Context: an optimization exercise on an open-source flow, tuned for small area. The choices shown serve that exercise and are no tape-out recipe.
The RTL was checked by simulation tests, not by an equivalence proof against the original design.
Power is estimated from default activity; no workload was simulated.

$ cat design.v
`timescale 1ns / 1ps
`timescale 1ns / 1ps
`timescale 1ns / 1ps
module fifo_32x16(
	input clk,
	input srst,
	input [31:0] din,
	input wr_en,
	output full,
	output reg [31:0] dout,
	input rd_en,
	output empty
	);
reg [31:0] mem [0:15];
reg [3:0] wr_ptr;
reg [3:0] rd_ptr;
reg [4:0] count;
wire do_wr = wr_en & ~full;
wire do_rd = rd_en & ~empty;
assign full  = (count == 5'd16);
assign empty = (count == 5'd0);
always @(posedge clk) begin
	if (do_wr)
		mem[wr_ptr] <= din;
end
always @(posedge clk) begin
	if (srst) begin
		wr_ptr <= 0;
		rd_ptr <= 0;
		count <= 0;
		dout <= 0;
	end
	else begin
		if (do_wr)
			wr_ptr <= wr_ptr + 1'b1;
		if (do_rd) begin
			rd_ptr <= rd_ptr + 1'b1;
			dout <= mem[rd_ptr];
		end
		if (do_wr & ~do_rd)
			count <= count + 1'b1;
		else if (do_rd & ~do_wr)
			count <= count - 1'b1;
	end
end
endmodule
`timescale 1ns / 1ps
module SPI_IF( 
	input clk,
	input rst,
	input [6:0] mpu_address,		 
	input [7:0] mpu_wr_data,		 
	input mpu_rd_wr_sel,				 
	input start,						 
	output busy,					 
	output SPI_SS_g,						 
	output SPI_CK_g,						 
	output SPI_DO_g,						 
	input SPI_DI_g,						 
	output [7:0] mpu_rd_data				 
    );
	 reg [7:0] mpu_rd_data_buff; 		 
	 reg [7:0] SPIstate;
	 reg [11:0] counter;		 
	 reg MPUclk;				 
	 reg  do_reg;				 
	 reg  ss_reg;				 
	 reg  ck_reg;				 
	 reg busy_bf;				 
	 reg [4:0] i;				 
	 reg [4:0] j;				 
parameter SPI_HALF_CLK = 50;  
parameter SPI_CLK = SPI_HALF_CLK*2;
wire halfCLKpassed = (counter == SPI_HALF_CLK-1);
always@(posedge clk)
begin
	if(rst)
	begin
		counter <= 0;
		MPUclk <= 0;
	end
	else
	begin
		if(start==1) begin
			counter <= 0;		
			MPUclk <= 1;			
		end
		else if(halfCLKpassed)begin			
			counter <= 0;		
			MPUclk <= ~MPUclk;
			end
		else begin
			counter <= counter + 1;
		end
	end
end
always @(posedge clk)
	begin
		if(rst)
		begin
			SPIstate <= 0;
		end
		else
		begin		
			case(SPIstate)
				0:if(start == 1) SPIstate <= 1;	 
				1:SPIstate <= 3;	 
				3:begin
					if(i==0 && mpu_rd_wr_sel == 1)SPIstate <= 4;				 
					if(i==0 && mpu_rd_wr_sel == 0)SPIstate <= 5;				 
				end
				4:if(j==0)SPIstate <= 6;				 
				5:if(j==0)SPIstate <= 6;
				6:if(halfCLKpassed)SPIstate <= 7;				 
				7:SPIstate <= 0;			 
			endcase
		end
	end
always @ (posedge clk)
begin 
	if(rst)
		begin
			do_reg <= 0;
			ck_reg <= 1;
			ss_reg <= 1;
			busy_bf <= 0;
			mpu_rd_data_buff <= 0;
			i <= 16;
			j <= 17;
		end
	else
		case(SPIstate)
			0:begin					 
				do_reg <= 0;
				ss_reg <= 1; 
				busy_bf <= 0;
			   i <= 16;
				j <= 17;
			  end
			1:begin					 
					busy_bf <= 1;
					ss_reg <= 0;
					end
			3:begin					 
				if(halfCLKpassed)
				begin
					case (i)
						16:do_reg <= mpu_rd_wr_sel;
						14:do_reg <= mpu_address[6];
						12:do_reg <= mpu_address[5];
						10:do_reg <= mpu_address[4];
						8: do_reg <= mpu_address[3];
						6: do_reg <= mpu_address[2];
						4: do_reg <= mpu_address[1];
						2: do_reg <= mpu_address[0];
						0: do_reg <= 0;
					endcase
					if(i!=0) i<=i-1;
				end
			  end
			4:begin				 
				if(halfCLKpassed)
				begin
					case (j)
						16:mpu_rd_data_buff[7] <= SPI_DI_g;
						14:mpu_rd_data_buff[6] <= SPI_DI_g;
						12:mpu_rd_data_buff[5] <= SPI_DI_g;
						10:mpu_rd_data_buff[4] <= SPI_DI_g;
						8:mpu_rd_data_buff[3] <= SPI_DI_g;
						6:mpu_rd_data_buff[2] <= SPI_DI_g;
						4:mpu_rd_data_buff[1] <= SPI_DI_g;
						2:mpu_rd_data_buff[0] <= SPI_DI_g;						
					endcase
					if(j!=0) j<=j-1;
				end
			end	
			5:begin				 
				if(halfCLKpassed)
				begin
					case (j)
						16:do_reg <= mpu_wr_data[7]; 
						14:do_reg <= mpu_wr_data[6]; 
						12:do_reg <= mpu_wr_data[5]; 
						10:do_reg <= mpu_wr_data[4]; 
						8:do_reg <= mpu_wr_data[3]; 
						6:do_reg <= mpu_wr_data[2]; 
						4:do_reg <= mpu_wr_data[1]; 
						2:do_reg <= mpu_wr_data[0]; 
						0:do_reg <= 0;
					endcase
					if(j!=0) j<=j-1;
				end
			end
			6:begin				 
				ck_reg <=1;
				do_reg <=0;
				ss_reg <= 1;
			  end
			7:begin		 
			end
		endcase
end
assign SPI_DO_g = do_reg;
assign SPI_CK_g = MPUclk | ss_reg;
assign SPI_SS_g = ss_reg;
assign busy = busy_bf | start;
assign mpu_rd_data = mpu_rd_data_buff;
endmodule
`timescale 1ns / 1ps
module SPI_IF_accel( 
	input clk,
	input rst,
	input [6:0] mpu_address,		 
	input [7:0] mpu_wr_data,		 
	input mpu_rd_wr_sel,				 
	input start,						 
	output busy,					 
	output SPI_SS_a,						 
	output SPI_CK_a,						 
	output SPI_DO_a,						 
	input SPI_DI_a,						 
	output [7:0] mpu_rd_data				 
    );
	 reg [7:0] mpu_rd_data_buff; 		 
	 reg [7:0] SPIstate;
	 reg [11:0] counter;		 
	 reg MPUclk;				 
	 reg  do_reg;				 
	 reg  ss_reg;				 
	 reg  ck_reg;				 
	 reg busy_bf;				 
	 reg [4:0] i;				 
	 reg [4:0] j;				 
parameter SPI_HALF_CLK = 50;  
parameter SPI_CLK = SPI_HALF_CLK*2;
wire halfCLKpassed = (counter == SPI_HALF_CLK-1);
always@(posedge clk)
begin
	if(rst)
	begin
		counter <= 0;
		MPUclk <= 0;
	end
	else
	begin
		if(start==1) begin
			counter <= 0;		
			MPUclk <= 1;			
		end
		else if(halfCLKpassed)begin			
			counter <= 0;		
			MPUclk <= ~MPUclk;
			end
		else begin
			counter <= counter + 1;
		end
	end
end
always @(posedge clk)
	begin
		if(rst)
		begin
			SPIstate <= 0;
		end
		else
		begin		
			case(SPIstate)
				0:if(start == 1) SPIstate <= 1;	 
				1:SPIstate <= 3;	 
				3:begin
					if(i==0 && mpu_rd_wr_sel == 1)SPIstate <= 4;				 
					if(i==0 && mpu_rd_wr_sel == 0)SPIstate <= 5;				 
				end
				4:if(j==0)SPIstate <= 6;				 
				5:if(j==0)SPIstate <= 6;
				6:if(halfCLKpassed)SPIstate <= 7;				 
				7:SPIstate <= 0;			 
			endcase
		end
	end
always @ (posedge clk)
begin 
	if(rst)
		begin
			do_reg <= 0;
			ck_reg <= 1;
			ss_reg <= 1;
			busy_bf <= 0;
			mpu_rd_data_buff <= 0;
			i <= 16;
			j <= 17;
		end
	else
		case(SPIstate)
			0:begin					 
				do_reg <= 0;
				ss_reg <= 1; 
				busy_bf <= 0;
			   i <= 16;
				j <= 17;
			  end
			1:begin					 
					busy_bf <= 1;
					ss_reg <= 0;
					end
			3:begin					 
				if(halfCLKpassed)
				begin
					case (i)
						16:do_reg <= mpu_rd_wr_sel;
						14:do_reg <= mpu_address[6];
						12:do_reg <= mpu_address[5];
						10:do_reg <= mpu_address[4];
						8: do_reg <= mpu_address[3];
						6: do_reg <= mpu_address[2];
						4: do_reg <= mpu_address[1];
						2: do_reg <= mpu_address[0];
						0: do_reg <= 0;
					endcase
					if(i!=0) i<=i-1;
				end
			  end
			4:begin				 
				if(halfCLKpassed)
				begin
					case (j)
						16:mpu_rd_data_buff[7] <= SPI_DI_a;
						14:mpu_rd_data_buff[6] <= SPI_DI_a;
						12:mpu_rd_data_buff[5] <= SPI_DI_a;
						10:mpu_rd_data_buff[4] <= SPI_DI_a;
						8:mpu_rd_data_buff[3] <= SPI_DI_a;
						6:mpu_rd_data_buff[2] <= SPI_DI_a;
						4:mpu_rd_data_buff[1] <= SPI_DI_a;
						2:mpu_rd_data_buff[0] <= SPI_DI_a;						
					endcase
					if(j!=0) j<=j-1;
				end
			end	
			5:begin				 
				if(halfCLKpassed)
				begin
					case (j)
						16:do_reg <= mpu_wr_data[7]; 
						14:do_reg <= mpu_wr_data[6]; 
						12:do_reg <= mpu_wr_data[5]; 
						10:do_reg <= mpu_wr_data[4]; 
						8:do_reg <= mpu_wr_data[3]; 
						6:do_reg <= mpu_wr_data[2]; 
						4:do_reg <= mpu_wr_data[1]; 
						2:do_reg <= mpu_wr_data[0]; 
						0:do_reg <= 0;
					endcase
					if(j!=0) j<=j-1;
				end
			end
			6:begin				 
				ck_reg <=1;
				do_reg <=0;
				ss_reg <= 1;
			  end
			7:begin		 
			end
		endcase
end
assign SPI_DO_a = do_reg;
assign SPI_CK_a = MPUclk | ss_reg;
assign SPI_SS_a = ss_reg;
assign busy = busy_bf | start;
assign mpu_rd_data = mpu_rd_data_buff;
endmodule
`timescale 1ns / 1ps
 `timescale 1ns / 1ps
module MPU_accel_controller(
    input clk,
    input reset,
	 output reg [15:0] accel_x,	 
 	 output reg [15:0] accel_y,	 
 	 output reg [15:0] accel_z,	 
	output SPI_SS_a,						 
	output SPI_CK_a,						 
	output SPI_DO_a,						 
	input SPI_DI_a,						 
	output reg arm_read_enable_a
	);
	parameter 	SETUP_ACC_X_H = 0,
					WAIT_ACC_X_H = 1,
					READ_ACC_X_H = 2,
					SETUP_ACC_X_L = 3,
					WAIT_ACC_X_L = 4,
					READ_ACC_X_L = 5,
					SETUP_ACC_Y_H = 6,
					WAIT_ACC_Y_H = 7,
					READ_ACC_Y_H = 8,
					SETUP_ACC_Y_L = 9,
					WAIT_ACC_Y_L = 10,
					READ_ACC_Y_L = 11,
					SETUP_ACC_Z_H = 12,
					WAIT_ACC_Z_H = 13,
					READ_ACC_Z_H = 14,
					SETUP_ACC_Z_L = 15,
					WAIT_ACC_Z_L = 16,
					READ_ACC_Z_L = 17;			
	wire mpu_busy;						 
	wire [7:0] mpu_read_data;				 
	reg [31:0] IDLEcounter;			 
	parameter MAX_IDLEcounter = 32'd10;
	reg [4:0] state;
	reg [5:0] read_counter;			 
	reg [6:0] mpu_address_reg;		 
	reg [7:0] mpu_write_data;		 
	reg mpu_rd_wr_select;			 
	reg mpu_start;				 
	reg [7:0] accel_x_H;				 
	reg [7:0] accel_y_H;				 
	reg [7:0] accel_z_H;				 
	reg [7:0] whoami;
SPI_IF_accel SPI_IF_accel( 
	.clk(clk), 
	.rst(reset),
	.mpu_address(mpu_address_reg),
	.mpu_wr_data(mpu_write_data),
	.mpu_rd_data(mpu_read_data), 
	.mpu_rd_wr_sel(mpu_rd_wr_select),
	.start(mpu_start),
	.busy(mpu_busy),
	.SPI_SS_a(SPI_SS_a),						 
	.SPI_CK_a(SPI_CK_a),						 
	.SPI_DO_a(SPI_DO_a),						 
	.SPI_DI_a(SPI_DI_a)						 
); 
always@ (posedge clk)
begin
	if(reset)
		state <= 0;
	else 
	begin	
		case(state)
			0:if(mpu_busy == 0) state <= 1;		 
			1: state <= 2;								 
			2:if(mpu_busy == 0) state <= 16;		 
			16:state <= 17;			             
			17:if(mpu_busy == 0) state <= 18;	 
			18:state <= 19;								 
			19:state <= 20;							 
			20:if(mpu_busy == 0) state <= 3;	 
			3:if(mpu_busy == 0)state <= 4;		 
 			4:if(read_counter == 6 && mpu_busy == 0) state <= 5;		 
			5:if(read_counter == 12 && mpu_busy == 0) state <= 6;		 
			6:if(read_counter == 18 && mpu_busy == 0) state <= 10;		 
			10:if(IDLEcounter == MAX_IDLEcounter) state <= 3;
			default state <= 0;
		endcase
	end
end
always@ (posedge clk)
begin
	if(reset)
	begin
		accel_x <= 0;
		accel_y <= 0;
		accel_z <= 0;
		mpu_address_reg <= 0;
		mpu_write_data <= 0;
		mpu_rd_wr_select <= 1;	 
		mpu_start <= 0;
		read_counter <= 0;
		arm_read_enable_a <= 0;
	end
	else
	begin 
		case (state)
			0:begin		 
					accel_x <= 0;
					accel_y <= 0;
					accel_z <= 0;
					accel_x_H <= 0;
					accel_y_H <= 0;
					accel_z_H <= 0;
					mpu_address_reg <= 0;
					mpu_write_data	<= 0;
					mpu_start <= 0;
					read_counter <= 0;
					IDLEcounter <= 0; 
					arm_read_enable_a <= 0;
			  end
			1:begin		 
				mpu_start <= 1;
				mpu_rd_wr_select <= 0;  
				mpu_address_reg <= 8'h6B;
				mpu_write_data <= 8'h00;
			  end			
			2:begin		 
				mpu_start <= 0;
			  end
			16:begin		 
				mpu_start <= 1;
				mpu_rd_wr_select <= 1;  
				mpu_address_reg   <= 8'h75;   
			 end
			17:begin		 
				mpu_start <= 0;
			  end
			18:begin		 
				whoami <= mpu_read_data;
			  end
			19:begin		 
				mpu_start <= 1;
				mpu_rd_wr_select <= 0;  
				mpu_address_reg <= 8'h37;  
				mpu_write_data <= 8'h02;
			  end			
			20:begin		 
				mpu_start <= 0;
			   end
			3:begin			 
					arm_read_enable_a <= 0;
					accel_x_H <= 0;
					accel_y_H <= 0;
					accel_z_H <= 0;
					read_counter <= 0;
					IDLEcounter <= 0; 
			  end
			4:begin		 
					case(read_counter)
						SETUP_ACC_X_H:begin						
							if(mpu_busy == 0)		 
							begin
								mpu_start <= 1;
								mpu_rd_wr_select <= 1;
								mpu_address_reg <= 8'h3B; 		 
								read_counter <= read_counter + 1;
							end
						end
						WAIT_ACC_X_H:begin						
							mpu_start <= 0;
							if(mpu_busy == 0) read_counter <= read_counter + 1;
						end
						READ_ACC_X_H:begin
							accel_x_H <= mpu_read_data;
							read_counter <= read_counter + 1;
						end
						SETUP_ACC_X_L:begin						
							if(mpu_busy == 0)		 
							begin
								mpu_start <= 1;
								mpu_rd_wr_select <= 1;
								mpu_address_reg <= 8'h3C; 		 
								read_counter <= read_counter + 1;
							end
						end
						WAIT_ACC_X_L:begin						
							mpu_start <= 0;
							if(mpu_busy == 0) read_counter <= read_counter + 1;
						end
						READ_ACC_X_L:begin
							accel_x <= {mpu_read_data,accel_x_H};
							read_counter <= read_counter + 1;
						end
					endcase
			end
			5:begin		 
					case(read_counter)
						SETUP_ACC_Y_H:begin						
							if(mpu_busy == 0)		 
							begin
								mpu_start <= 1;
								mpu_rd_wr_select <= 1;
								mpu_address_reg <= 8'h3D; 		 
								read_counter <= read_counter + 1;
							end
						end
						WAIT_ACC_Y_H:begin						
							mpu_start <= 0;
							if(mpu_busy == 0) read_counter <= read_counter + 1;
						end
						READ_ACC_Y_H:begin
							accel_y_H <= mpu_read_data;
							read_counter <= read_counter + 1;
						end
						SETUP_ACC_Y_L:begin						
							if(mpu_busy == 0)		 
							begin
								mpu_start <= 1;
								mpu_rd_wr_select <= 1;
								mpu_address_reg <= 8'h3E; 		 
								read_counter <= read_counter + 1;
							end
						end
						WAIT_ACC_Y_L:begin						
							mpu_start <= 0;
							if(mpu_busy == 0) read_counter <= read_counter + 1;
						end
						READ_ACC_Y_L:begin
							accel_y <= {mpu_read_data,accel_y_H};
							read_counter <= read_counter + 1;
						end
					endcase
			end
		6:begin		 
					case(read_counter)
						SETUP_ACC_Z_H:begin						
							if(mpu_busy == 0)		 
							begin
								mpu_start <= 1;
								mpu_rd_wr_select <= 1;
								mpu_address_reg <= 8'h3F; 		 
								read_counter <= read_counter + 1;
							end
						end
						WAIT_ACC_Z_H:begin						
							mpu_start <= 0;
							if(mpu_busy == 0) read_counter <= read_counter + 1;
						end
						READ_ACC_Z_H:begin
							accel_z_H <= mpu_read_data;
							read_counter <= read_counter + 1;
						end
						SETUP_ACC_Z_L:begin						
							if(mpu_busy == 0)		 
							begin
								mpu_start <= 1;
								mpu_rd_wr_select <= 1;
								mpu_address_reg <= 8'h40; 		 
								read_counter <= read_counter + 1;
							end
						end
						WAIT_ACC_Z_L:begin						
							mpu_start <= 0;
							if(mpu_busy == 0) read_counter <= read_counter + 1;
						end
						READ_ACC_Z_L:begin
							accel_z <= {mpu_read_data,accel_z_H};
							read_counter <= read_counter + 1;
						end
					endcase
			end
			10:begin  
				if(IDLEcounter == (MAX_IDLEcounter - 5)) 
				begin
						arm_read_enable_a <= 1;
						IDLEcounter <= IDLEcounter + 1;		
				end
				else begin
						IDLEcounter <= IDLEcounter + 1;		
				end
			 end
			endcase
	end
end
endmodule
`timescale 1ns / 1ps
 `timescale 1ns / 1ps
module MPU_gyro_controller(
    input clk,
    input reset,
	output reg [15:0] gyro_x,		 
	output reg [15:0] gyro_y,		 
	output reg [15:0] gyro_z,		 
	output SPI_SS_g,						 
	output SPI_CK_g,						 
	output SPI_DO_g,						 
	input SPI_DI_g,						 
	output reg arm_read_enable_g
	);
	parameter 	SETUP_GYRO_X_H = 18,
					WAIT_GYRO_X_H = 19,
					READ_GYRO_X_H = 20,
					SETUP_GYRO_X_L = 21,
					WAIT_GYRO_X_L = 22,
					READ_GYRO_X_L = 23,
					SETUP_GYRO_Y_H = 24,
					WAIT_GYRO_Y_H = 25,
					READ_GYRO_Y_H = 26,
					SETUP_GYRO_Y_L = 27,
					WAIT_GYRO_Y_L = 28,
					READ_GYRO_Y_L = 29,
					SETUP_GYRO_Z_H = 30,
					WAIT_GYRO_Z_H = 31,
					READ_GYRO_Z_H = 32,
					SETUP_GYRO_Z_L = 33,
					WAIT_GYRO_Z_L = 34,
					READ_GYRO_Z_L = 35;
	wire mpu_busy;						 
	wire [7:0] mpu_read_data;				 
	reg [31:0] IDLEcounter;			 
	parameter MAX_IDLEcounter = 32'd10;
	reg [4:0] state;
	reg [5:0] read_counter;			 
	reg [6:0] mpu_address_reg;		 
	reg [7:0] mpu_write_data;		 
	reg mpu_rd_wr_select;			 
	reg mpu_start;				 
	reg [7:0] gyro_x_H;				 
	reg [7:0] gyro_y_H;				 
	reg [7:0] gyro_z_H;				 
	reg [7:0] whoami;
SPI_IF SPI_IF(
	.clk(clk), 
	.rst(reset),
	.mpu_address(mpu_address_reg),
	.mpu_wr_data(mpu_write_data),
	.mpu_rd_data(mpu_read_data), 
	.mpu_rd_wr_sel(mpu_rd_wr_select),
	.start(mpu_start),
	.busy(mpu_busy),
	.SPI_SS_g(SPI_SS_g),						 
	.SPI_CK_g(SPI_CK_g),						 
	.SPI_DO_g(SPI_DO_g),						 
	.SPI_DI_g(SPI_DI_g)						 
); 
always@ (posedge clk)
begin
	if(reset)
		state <= 0;
	else 
	begin	
		case(state)
			0:if(mpu_busy == 0) state <= 1;		 
			1: state <= 2;								 
			2:if(mpu_busy == 0) state <= 16;		 
			16:state <= 17;			             
			17:if(mpu_busy == 0) state <= 18;	 
			18:state <= 19;								 
			19:state <= 20;							 
			20:if(mpu_busy == 0) state <= 3;	 
			3:if(mpu_busy == 0)state <= 7;		 
			7:if(read_counter == 24 && mpu_busy == 0) state <= 8;		 
			8:if(read_counter == 30 && mpu_busy == 0) state <= 9;		 
			9:if(read_counter == 36 && mpu_busy == 0) state <= 10;		 
			10:if(IDLEcounter == MAX_IDLEcounter) state <= 3;
			default state <= 0;
		endcase
	end
end
always@ (posedge clk)
begin
	if(reset)
	begin
		gyro_x <= 0;
		gyro_y <= 0;
		gyro_z <= 0;
		mpu_address_reg <= 0;
		mpu_write_data <= 0;
		mpu_rd_wr_select <= 1;	 
		mpu_start <= 0;
		read_counter <= 0;
		arm_read_enable_g <= 0;
	end
	else
	begin 
		case (state)
			0:begin		 
					gyro_x <= 0;
					gyro_y <= 0;
					gyro_z <= 0;
					gyro_x_H <= 0;
					gyro_y_H <= 0;
					gyro_z_H <= 0;
					mpu_address_reg <= 0;
					mpu_write_data	<= 0;
					mpu_start <= 0;
					read_counter <= 0;
					IDLEcounter <= 0; 
					arm_read_enable_g <= 0;
			  end
			1:begin		 
				mpu_start <= 1;
				mpu_rd_wr_select <= 0;  
				mpu_address_reg <= 8'h6B;
				mpu_write_data <= 8'h00;
			  end			
			2:begin		 
				mpu_start <= 0;
			  end
			16:begin		 
				mpu_start <= 1;
				mpu_rd_wr_select <= 1;  
				mpu_address_reg   <= 8'h75;   
			 end
			17:begin		 
				mpu_start <= 0;
			  end
			18:begin		 
				whoami <= mpu_read_data;
			  end
			19:begin		 
				mpu_start <= 1;
				mpu_rd_wr_select <= 0;  
				mpu_address_reg <= 8'h37;  
				mpu_write_data <= 8'h02;
			  end			
			20:begin		 
				mpu_start <= 0;
			   end
			3:begin			 
					arm_read_enable_g <= 0;
					gyro_x_H <= 0;
					gyro_y_H <= 0;
					gyro_z_H <= 0;
					read_counter <= 18;
					IDLEcounter <= 0; 
			  end
		   7:begin		 
					case(read_counter)
						SETUP_GYRO_X_H:begin						
							if(mpu_busy == 0)		 
							begin
								mpu_start <= 1;
								mpu_rd_wr_select <= 1;
								mpu_address_reg <= 8'h43; 		 
								read_counter <= read_counter + 1;
							end
						end
						WAIT_GYRO_X_H:begin						
							mpu_start <= 0;
							if(mpu_busy == 0) read_counter <= read_counter + 1;
						end
						READ_GYRO_X_H:begin
							gyro_x_H <= mpu_read_data;
							read_counter <= read_counter + 1;
						end
						SETUP_GYRO_X_L:begin						
							if(mpu_busy == 0)		 
							begin
								mpu_start <= 1;
								mpu_rd_wr_select <= 1;
								mpu_address_reg <= 8'h44; 		 
								read_counter <= read_counter + 1;
							end
						end
						WAIT_GYRO_X_L:begin						
							mpu_start <= 0;
							if(mpu_busy == 0) read_counter <= read_counter + 1;
						end
						READ_GYRO_X_L:begin
							gyro_x <= { mpu_read_data,gyro_x_H};
							read_counter <= read_counter + 1;
						end
					endcase
			end
			8:begin		 
					case(read_counter)
						SETUP_GYRO_Y_H:begin						
							if(mpu_busy == 0)		 
							begin
								mpu_start <= 1;
								mpu_rd_wr_select <= 1;
								mpu_address_reg <= 8'h45; 		 
								read_counter <= read_counter + 1;
							end
						end
						WAIT_GYRO_Y_H:begin						
							mpu_start <= 0;
							if(mpu_busy == 0) read_counter <= read_counter + 1;
						end
						READ_GYRO_Y_H:begin
							gyro_y_H <= mpu_read_data;
							read_counter <= read_counter + 1;
						end
						SETUP_GYRO_Y_L:begin						
							if(mpu_busy == 0)		 
							begin
								mpu_start <= 1;
								mpu_rd_wr_select <= 1;
								mpu_address_reg <= 8'h46; 		 
								read_counter <= read_counter + 1;
							end
						end
						WAIT_GYRO_Y_L:begin						
							mpu_start <= 0;
							if(mpu_busy == 0) read_counter <= read_counter + 1;
						end
						READ_GYRO_Y_L:begin
							gyro_y <= {mpu_read_data,gyro_y_H};
							read_counter <= read_counter + 1;
						end
					endcase
			end
			9:begin		 
					case(read_counter)
						SETUP_GYRO_Z_H:begin						
							if(mpu_busy == 0)		 
							begin
								mpu_start <= 1;
								mpu_rd_wr_select <= 1;
								mpu_address_reg <= 8'h47; 		 
								read_counter <= read_counter + 1;
							end
						end
						WAIT_GYRO_Z_H:begin						
							mpu_start <= 0;
							if(mpu_busy == 0) read_counter <= read_counter + 1;
						end
						READ_GYRO_Z_H:begin
							gyro_z_H <= mpu_read_data;
							read_counter <= read_counter + 1;
						end
						SETUP_GYRO_Z_L:begin						
							if(mpu_busy == 0)		 
							begin
								mpu_start <= 1;
								mpu_rd_wr_select <= 1;
								mpu_address_reg <= 8'h48; 		 
								read_counter <= read_counter + 1;
							end
						end
						WAIT_GYRO_Z_L:begin						
							mpu_start <= 0;
							if(mpu_busy == 0) read_counter <= read_counter + 1;
						end
						READ_GYRO_Z_L:begin
							gyro_z <= {mpu_read_data,gyro_z_H};
							read_counter <= read_counter + 1;
						end
					endcase
			end
			10:begin  
				if(IDLEcounter == (MAX_IDLEcounter - 5)) 
				begin
						arm_read_enable_g <= 1;
						IDLEcounter <= IDLEcounter + 1;		
				end
				else begin
						IDLEcounter <= IDLEcounter + 1;		
				end
			 end
			endcase
	end
end
endmodule
`timescale 1ns / 1ps
module sensor_ctl(
input [0:0] clk,
input rst_32,
input [31:0] din_32,
input [0:0] wr_en_32,
input [0:0] rd_en_32,
output [31:0] dout_32,
output [0:0] full_32,
output [0:0] empty_32,
input [0:0] SPI_DI_a,
output [0:0] SPI_SS_a,
output [0:0] SPI_CK_a,
output [0:0] SPI_DO_a,
input [0:0] SPI_DI_g,
output [0:0] SPI_SS_g,
output [0:0] SPI_CK_g,
output [0:0] SPI_DO_g
);
parameter INIT_32 		= 0,
			READY_RCV_32 	= 1,
			RCV_DATA_32 	= 2,
			POSE_32			= 3,
			READY_SND_32	= 4,
			SND_DATA_32_ax	= 5,
			SND_DATA_32_ay	= 6,
			SND_DATA_32_az	= 7,
			SND_DATA_32_gx	= 8,
			SND_DATA_32_gy	= 9,
			SND_DATA_32_gz	= 10;
wire [31:0] rcv_data_32;
wire rcv_en_32;
wire data_empty_32;
wire [31:0] snd_data_32;
wire snd_en_32;
wire data_full_32;
reg [3:0] state_32;
wire [15:0] accel_x;
wire [15:0] accel_y;
wire [15:0] accel_z;
wire [15:0] gyro_x;
wire [15:0] gyro_y;
wire [15:0] gyro_z;
reg [15:0] accel_x_reg;
reg [15:0] accel_y_reg;
reg [15:0] accel_z_reg;
reg [15:0] gyro_x_reg;
reg [15:0] gyro_y_reg;
reg [15:0] gyro_z_reg;
wire arm_rd_en_a;
wire arm_rd_en_g;
fifo_32x16 input_fifo_32(
	.clk(clk),
	.srst(rst_32),
	.din(din_32),
	.wr_en(wr_en_32),
	.full(full_32),
	.dout(rcv_data_32),
	.rd_en(rcv_en_32),
	.empty(data_empty_32)
	);
fifo_32x16 output_fifo_32(
	.clk(clk),
	.srst(rst_32),
	.din(snd_data_32),
	.wr_en(snd_en_32),
	.full(data_full_32),
	.dout(dout_32),
	.rd_en(rd_en_32),
	.empty(empty_32)
	);
MPU_gyro_controller MPU_gyro_controller(
	.clk(clk),
	.reset(rst_32),
	.gyro_x(gyro_x),
	.gyro_y(gyro_y),
	.gyro_z(gyro_z),
	.SPI_SS_g(SPI_SS_g),						 
	.SPI_CK_g(SPI_CK_g),						 
	.SPI_DO_g(SPI_DO_g),						 
	.SPI_DI_g(SPI_DI_g),						 
	.arm_read_enable_g(arm_rd_en_g) 		 
);
MPU_accel_controller MPU_accel_controller(
	.clk(clk),
	.reset(rst_32),
	.accel_x(accel_x),
	.accel_y(accel_y),
	.accel_z(accel_z),
	.SPI_SS_a(SPI_SS_a),						 
	.SPI_CK_a(SPI_CK_a),						 
	.SPI_DO_a(SPI_DO_a),						 
	.SPI_DI_a(SPI_DI_a),						 
	.arm_read_enable_a(arm_rd_en_a) 						 
);
always @(posedge clk)begin
	if(rst_32)
		state_32 <= 0;
	else
		case (state_32)
			INIT_32: 										state_32 <= READY_RCV_32;
			READY_RCV_32: if(1) 							state_32 <= RCV_DATA_32;
			RCV_DATA_32: 									state_32 <= POSE_32;
			POSE_32:	     if(arm_rd_en_a || arm_rd_en_g)				state_32 <= READY_SND_32;
			READY_SND_32: if(data_full_32 == 0)		state_32 <= SND_DATA_32_ax;
			SND_DATA_32_ax:									state_32 <= SND_DATA_32_ay;
			SND_DATA_32_ay:									state_32 <= SND_DATA_32_az;
			SND_DATA_32_az:									state_32 <= SND_DATA_32_gx;
			SND_DATA_32_gx:									state_32 <= SND_DATA_32_gy;
			SND_DATA_32_gy:									state_32 <= SND_DATA_32_gz;
			SND_DATA_32_gz:									state_32 <= READY_RCV_32;
		endcase
end
assign rcv_en_32 = (state_32 == RCV_DATA_32);
assign snd_en_32 = (state_32 > READY_SND_32);
assign snd_data_32 = (state_32 == SND_DATA_32_ax)? accel_x_reg:
							(state_32 == SND_DATA_32_ay)? accel_y_reg:
							(state_32 == SND_DATA_32_az)? accel_z_reg:
							(state_32 == SND_DATA_32_gx)? gyro_x_reg:
							(state_32 == SND_DATA_32_gy)? gyro_y_reg:
							(state_32 == SND_DATA_32_gz)? gyro_z_reg:0;
always @(posedge clk) begin
	if (rst_32) begin
		accel_x_reg <= 0;
		accel_y_reg <= 0;
		accel_z_reg <= 0;
		gyro_x_reg <= 0;
		gyro_y_reg <= 0;
		gyro_z_reg <= 0;
	end
	else
		case (state_32)
			INIT_32: begin
				accel_x_reg <= 0;
				accel_y_reg <= 0;
				accel_z_reg <= 0;
				gyro_x_reg <= 0;
				gyro_y_reg <= 0;
				gyro_z_reg <= 0;
			end
			READY_RCV_32: begin
				accel_x_reg <= 0;
				accel_y_reg <= 0;
				accel_z_reg <= 0;
				gyro_x_reg <= 0;
				gyro_y_reg <= 0;
				gyro_z_reg <= 0;
			end
			POSE_32: begin
				accel_x_reg <= accel_x;
				accel_y_reg <= accel_y;
				accel_z_reg <= accel_z;
				gyro_x_reg <= gyro_x;
				gyro_y_reg <= gyro_y;
				gyro_z_reg <= gyro_z;
			end
		endcase
end
endmodule
$ cat run.sh
#!/bin/bash
# synth_recipe.tcl (not shown) runs the flow's synth.tcl, then flattens the netlist and writes it again
# the make line also repeats each setting of config.mk as NAME=value (left out here)
make -C /OpenROAD-flow-scripts/flow DESIGN_CONFIG=/design/flow/config.mk WORK_HOME=/design/flow/orfs CLKGATE_MAP_FILE= SYNTH_SCRIPT=/design/flow/synth_recipe.tcl finish
$ cat config.mk
export PLATFORM = sky130hd
export DESIGN_NAME = sensor_ctl
export DESIGN_NICKNAME = sensor_ctl
export VERILOG_FILES = /design/flow/design.v
export SDC_FILE = /design/flow/constraint.sdc
export NUM_CORES = 8
export LEC_CHECK = 0
export CAP_MARGIN = 20
export CORE_MARGIN = 2
export CORE_UTILIZATION = 40
export SLEW_MARGIN = 20
$ cat constraint.sdc
create_clock -name core_clock -period 10.0 [get_ports {clk}]
set_input_delay 2.0000 -clock core_clock [delete_from_list [all_inputs] [get_ports {clk}]]
set_output_delay 2.0000 -clock core_clock [all_outputs]
set_load 0.01 [all_outputs]
==> tab_implementation.tex <==
\begin{tabular}{lr}
\hline
Metric & Value \\
\hline
\multicolumn{2}{l}{\textbf{Timing}} \\
\quad Worst path setup slack after routing & 5590 ps \\
\quad Clock skew after layout & 68.8 ps \\
\quad Final hold vios & 0 \\
\quad Setup TNS & 0 ps \\
\quad Min Clock Period, post-route & 4410 ps \\
\quad RSZ-0062 raised after global routing & no \\
\quad Period utilization & 0.441 \\
\quad Achievable clock frequency & 227 MHz \\
\quad Slew at the pin closest to its max-slew limit & 1140 ps \\
\quad Slew margin rel. & 0.242 \\
\quad Final setup fails & 0 \\
\quad Slew Viols, Final & 0 \\
\multicolumn{2}{l}{\textbf{Floorplanning}} \\
\quad Die height & 286 um \\
\quad Cell row count & 103 \\
\quad Die footprint & 82000 um2 \\
\quad Core Box Area & 79000 um2 \\
\quad Starting Density & 0.403 \\
\quad Top Ports & 78 \\
\quad Chip width & 286 um \\
\multicolumn{2}{l}{\textbf{Synth}} \\
\quad Ys Warns & 6 \\
\quad Simple-gate portion of the synthesized area & 0.169 \\
\quad Combinational family with the most area after synthesis & simple AND/OR/NAND/NOR gates \\
\quad Cells taking the most area after synthesis & sky130\_fd\_sc\_hd\_\_edfxtp\_1, sky130\_fd\_sc\_hd\_\_dfxtp\_1, sky130\_fd\_sc\_hd\_\_mux4\_2, sky130\_fd\_sc\_hd\_\_nor2\_1, sky130\_fd\_sc\_hd\_\_a21oi\_1 \\
\quad Number of flops mapped to enable cells by yosys & 368 \\
\quad Dominant cell type by area after synthesis & sky130\_fd\_sc\_hd\_\_edfxtp\_1 \\
\quad Xor and xnor fraction of the mapped netlist area & 0.0289 \\
\quad Share of the synthesized area in the top cell type & 0.347 \\
\quad Number of flip-flops and latches in the synthesized netlist & 716 \\
\quad Register area share after synthesis & 0.565 \\
\quad Mapped Cells & 2951 \\
\quad Area of the mapped netlist & 31900 um2 \\
\quad Synth Area per Inst & 10.8 um2 \\
\quad Adder and majority cell fraction of the synthesized area & 0.0181 \\
\quad Compound-Gate Fraction of Synth Area & 0.119 \\
\quad Fraction of registers with async set/reset & 0 \\
\quad Most instantiated flip-flop cell in the synthesis netlist & sky130\_fd\_sc\_hd\_\_edfxtp\_1 \\
\quad Share of synthesized area spent on multiplexers & 0.0649 \\
\quad Count of cell types in the netlist & 90 \\
\multicolumn{2}{l}{\textbf{Final layout}} \\
\quad Number of non-filler instances in the completed layout & 4018 \\
\quad Register with the most flip-flops & output\_fifo\_32.mem \\
\quad Count of inserted antenna diode cells & 0 \\
\quad Most frequent standard cell in the layout excluding fill and tap cells & sky130\_fd\_sc\_hd\_\_edfxtp\_1 \\
\quad Area growth, synth to finish & 12.5\% \\
\quad \# nets final & 2983 \\
\quad Max FFs per register & 256 \\
\quad Most frequent cells in the layout & sky130\_fd\_sc\_hd\_\_edfxtp\_1, sky130\_fd\_sc\_hd\_\_dfxtp\_1, sky130\_fd\_sc\_hd\_\_nor2\_1, sky130\_fd\_sc\_hd\_\_nand2\_1, sky130\_fd\_sc\_hd\_\_a21oi\_1 \\
\quad Share of post-route cells with drive strength above 1 & 0.101 \\
\quad Biggest registers after layout & output\_fifo\_32.mem x256, MPU\_accel\_controller.IDLEcounter x32, MPU\_gyro\_controller.IDLEcounter x32 \\
\multicolumn{2}{l}{\textbf{Drt}} \\
\quad Final routed DRC violation total & 0 \\
\quad Total length of routed wires & 75.2 mm \\
\quad Avg WL per Cell & 18.7 um \\
\quad DRT iter0 DRCs & 2007 \\
\quad Via count normalized by instance count & 5.59 \\
\quad Number of iterations in the first detailed-routing pass & 6 \\
\quad Vias & 22.5k \\
\quad Count of nets left with antenna violations after detail routing & 0 \\
\multicolumn{2}{l}{\textbf{Setup path}} \\
\quad Cell depth of the worst flop-to-flop path & 13 \\
\quad Slowest cell on the critical path & sky130\_fd\_sc\_hd\_\_clkdlybuf4s50\_1 \\
\quad Type of destination of the critical path & primary output \\
\quad Type of element launching the critical path & flop \\
\quad Worst-path cell chain & or4\_1 > nor2\_1 > clkdlybuf4s50\_1 \\
\quad Flop2flop setup slack & 6320 ps \\
\quad Critical path class & reg2out \\
\quad Data arrival time of the worst path & 2410 ps \\
\quad Reg-to-Reg End & output\_fifo\_32.count[4] \\
\quad Slowest cell delay on critical path & 600 ps \\
\quad Launch point of the worst reg-to-reg path & output\_fifo\_32.count[1] \\
\quad Worst Path Buf+Inv & 1 \\
\quad Maximum fanout encountered on the critical timing path & 5 \\
\quad Required time of the worst setup path & 8000 ps \\
\quad Family with the most delay on the worst path & simple AND/OR/NAND/NOR gates \\
\multicolumn{2}{l}{\textbf{Clock tree}} \\
\quad Number of setup buffers added after CTS & 0 \\
\quad Post-CTS resize count & 0 \\
\quad Hold-fix buffers, CTS & 0 \\
\quad TritonCTS buffer count & 80 \\
\quad Max clock buf depth & 3 \\
\quad Clock root buffer master & sky130\_fd\_sc\_hd\_\_clkbuf\_16 \\
\quad Clock slew seen by the registers of the worst setup and hold paths & 60 ps \\
\quad Worst-skew pair later-pin latency & 670 ps \\
\quad Number of H-tree levels & 3 \\
\quad TritonCTS clock tree & done \\
\quad Number of clock sinks seen by CTS & 716 \\
\multicolumn{2}{l}{\textbf{Placement}} \\
\quad Worst slack at placement & 5000 ps \\
\quad Cell count after placement & 3868 \\
\quad Detailed-placement wirelength estimate & 46.0 mm \\
\quad Buffers on Ports & 29 \\
\quad Placer Congestion & 0.849 \\
\multicolumn{2}{l}{\textbf{Min path}} \\
\quad Hold depth & 2 \\
\quad Worst Min Path Start & MPU\_gyro\_controller.gyro\_y[13] \\
\quad Type of the worst min-delay path & reg2reg \\
\quad End of the worst hold path & MPU\_gyro\_controller.gyro\_y[13] \\
\multicolumn{2}{l}{\textbf{GRT}} \\
\quad GRT Total Usage & 0.181 \\
\quad Vias in the first global route & 22.0k \\
\quad Largest net degree at the start of global routing & 118 \\
\quad Gr ovfl total & 0 \\
\quad Antenna violations before repair & 0 \\
\quad Wire length of the first global-routing pass & 120 mm \\
\multicolumn{2}{l}{\textbf{Pwr}} \\
\quad Leakage Power & 11.7 nW \\
\quad Worst vdd ir & 158 uV \\
\quad Pwr/cell area & 231 nW/um2 \\
\quad Overall power of the completed layout & 8.27 mW \\
\multicolumn{2}{l}{\textbf{Outcome}} \\
\quad Result of the run & no timing/DRC/antenna violations \\
\multicolumn{2}{l}{\textbf{Job}} \\
\quad Number of max-cap violations & 0 \\
\hline
\end{tabular}
==> metal layers <==
layer  share of wire  vias up  routed length (um)  track usage
met4           0.019        0                1460       0.0484
met5               0        -                   0            0
met2            0.49      577               36600        0.304
met1            0.45    11099               33800        0.247
li1                -    10682                   -            -
met3           0.045      114                3360       0.0253
==> worst max path at each step <==
stage	start	slack, ps	cells after the start	endpoint
after floorplan	rst_32	5400	4	MPU_gyro_controller.IDLEcounter[0]
after global placement	rd_en_32[0]	4960	12	output_fifo_32.count[4]
after detailed placement	rd_en_32[0]	5000	12	output_fifo_32.count[4]
after CTS	output_fifo_32.count[1]	5480	3	empty_32[0]
after global routing	rd_en_32[0]	5450	12	output_fifo_32.count[4]
final	output_fifo_32.count[1]	5590	3	empty_32[0]
==> logic make-up after synthesis <==
family          Yosys count
flops                   716
compound gates          603
fa+ha+maj                45
other cells               1
simple gates           1108
xor+xnor                105
buf+inv                 268
mux                     105
==> where the power goes <==
part           leakage [nW]  switching, mW  internal, mW
logic                  4.26          0.928         0.638
clock network          1.36           1.26          1.80
registers              6.11          0.294          3.35
total                  11.7           2.48          5.79
==> layout make-up <==
class,instances,area [um2]
flip-flops and latches,716,18000
fillers,7216,43200
well taps,1050,1310
inverters,53,199
multi-input cells,1982,12900
repair buffers,67,581
clock buffers,117,2320
clock inverters,33,514
==> worst min-delay path, cell delays in order (launching register included) <==
cell	delay, ps
sky130_fd_sc_hd__dfxtp_1	310
sky130_fd_sc_hd__nand2_1	50
sky130_fd_sc_hd__a21oi_1	50
==> cells in the mapped netlist, types with 7 or more instances <==
cell and instances:
sky130_fd_sc_hd__or3_1 22, sky130_fd_sc_hd__buf_1 20, sky130_fd_sc_hd__xor2_1 63, sky130_fd_sc_hd__clkbuf_1 163, sky130_fd_sc_hd__ha_1 43, sky130_fd_sc_hd__o22ai_1 7
sky130_fd_sc_hd__and2_1 38, sky130_fd_sc_hd__mux2i_1 20, sky130_fd_sc_hd__buf_4 17, sky130_fd_sc_hd__o21ai_0 99, sky130_fd_sc_hd__buf_2 13, sky130_fd_sc_hd__mux4_2 81
sky130_fd_sc_hd__nand4b_1 8, sky130_fd_sc_hd__a21oi_1 222, sky130_fd_sc_hd__xnor2_1 42, sky130_fd_sc_hd__nor3b_1 10, sky130_fd_sc_hd__nor4_1 27, sky130_fd_sc_hd__a22oi_1 107
sky130_fd_sc_hd__or2_2 10, sky130_fd_sc_hd__edfxtp_1 368, sky130_fd_sc_hd__nor3_1 56, sky130_fd_sc_hd__nor2_1 332, sky130_fd_sc_hd__a31oi_1 28, sky130_fd_sc_hd__nand3_1 142
sky130_fd_sc_hd__o32ai_1 8, sky130_fd_sc_hd__nand2b_1 33, sky130_fd_sc_hd__nor2b_1 19, sky130_fd_sc_hd__a21o_1 22, sky130_fd_sc_hd__a22o_1 16, sky130_fd_sc_hd__and3_1 54
sky130_fd_sc_hd__dfxtp_1 348, sky130_fd_sc_hd__nand4_1 28, sky130_fd_sc_hd__a211oi_1 17, sky130_fd_sc_hd__nand3b_1 15, sky130_fd_sc_hd__o211ai_1 7, sky130_fd_sc_hd__inv_1 52
sky130_fd_sc_hd__nand2_1 274
==> per-stage QoR <==
stage	cell area (um2)	utilization	hold slack (ps)
2_1_floorplan	31900	-	432
3_3_place_gp	33000	0.418	439
3_5_place_dp	33000	0.418	445
4_1_cts	35800	0.454	453
5_1_grt	35800	0.454	470
6_report	35800	0.454	451
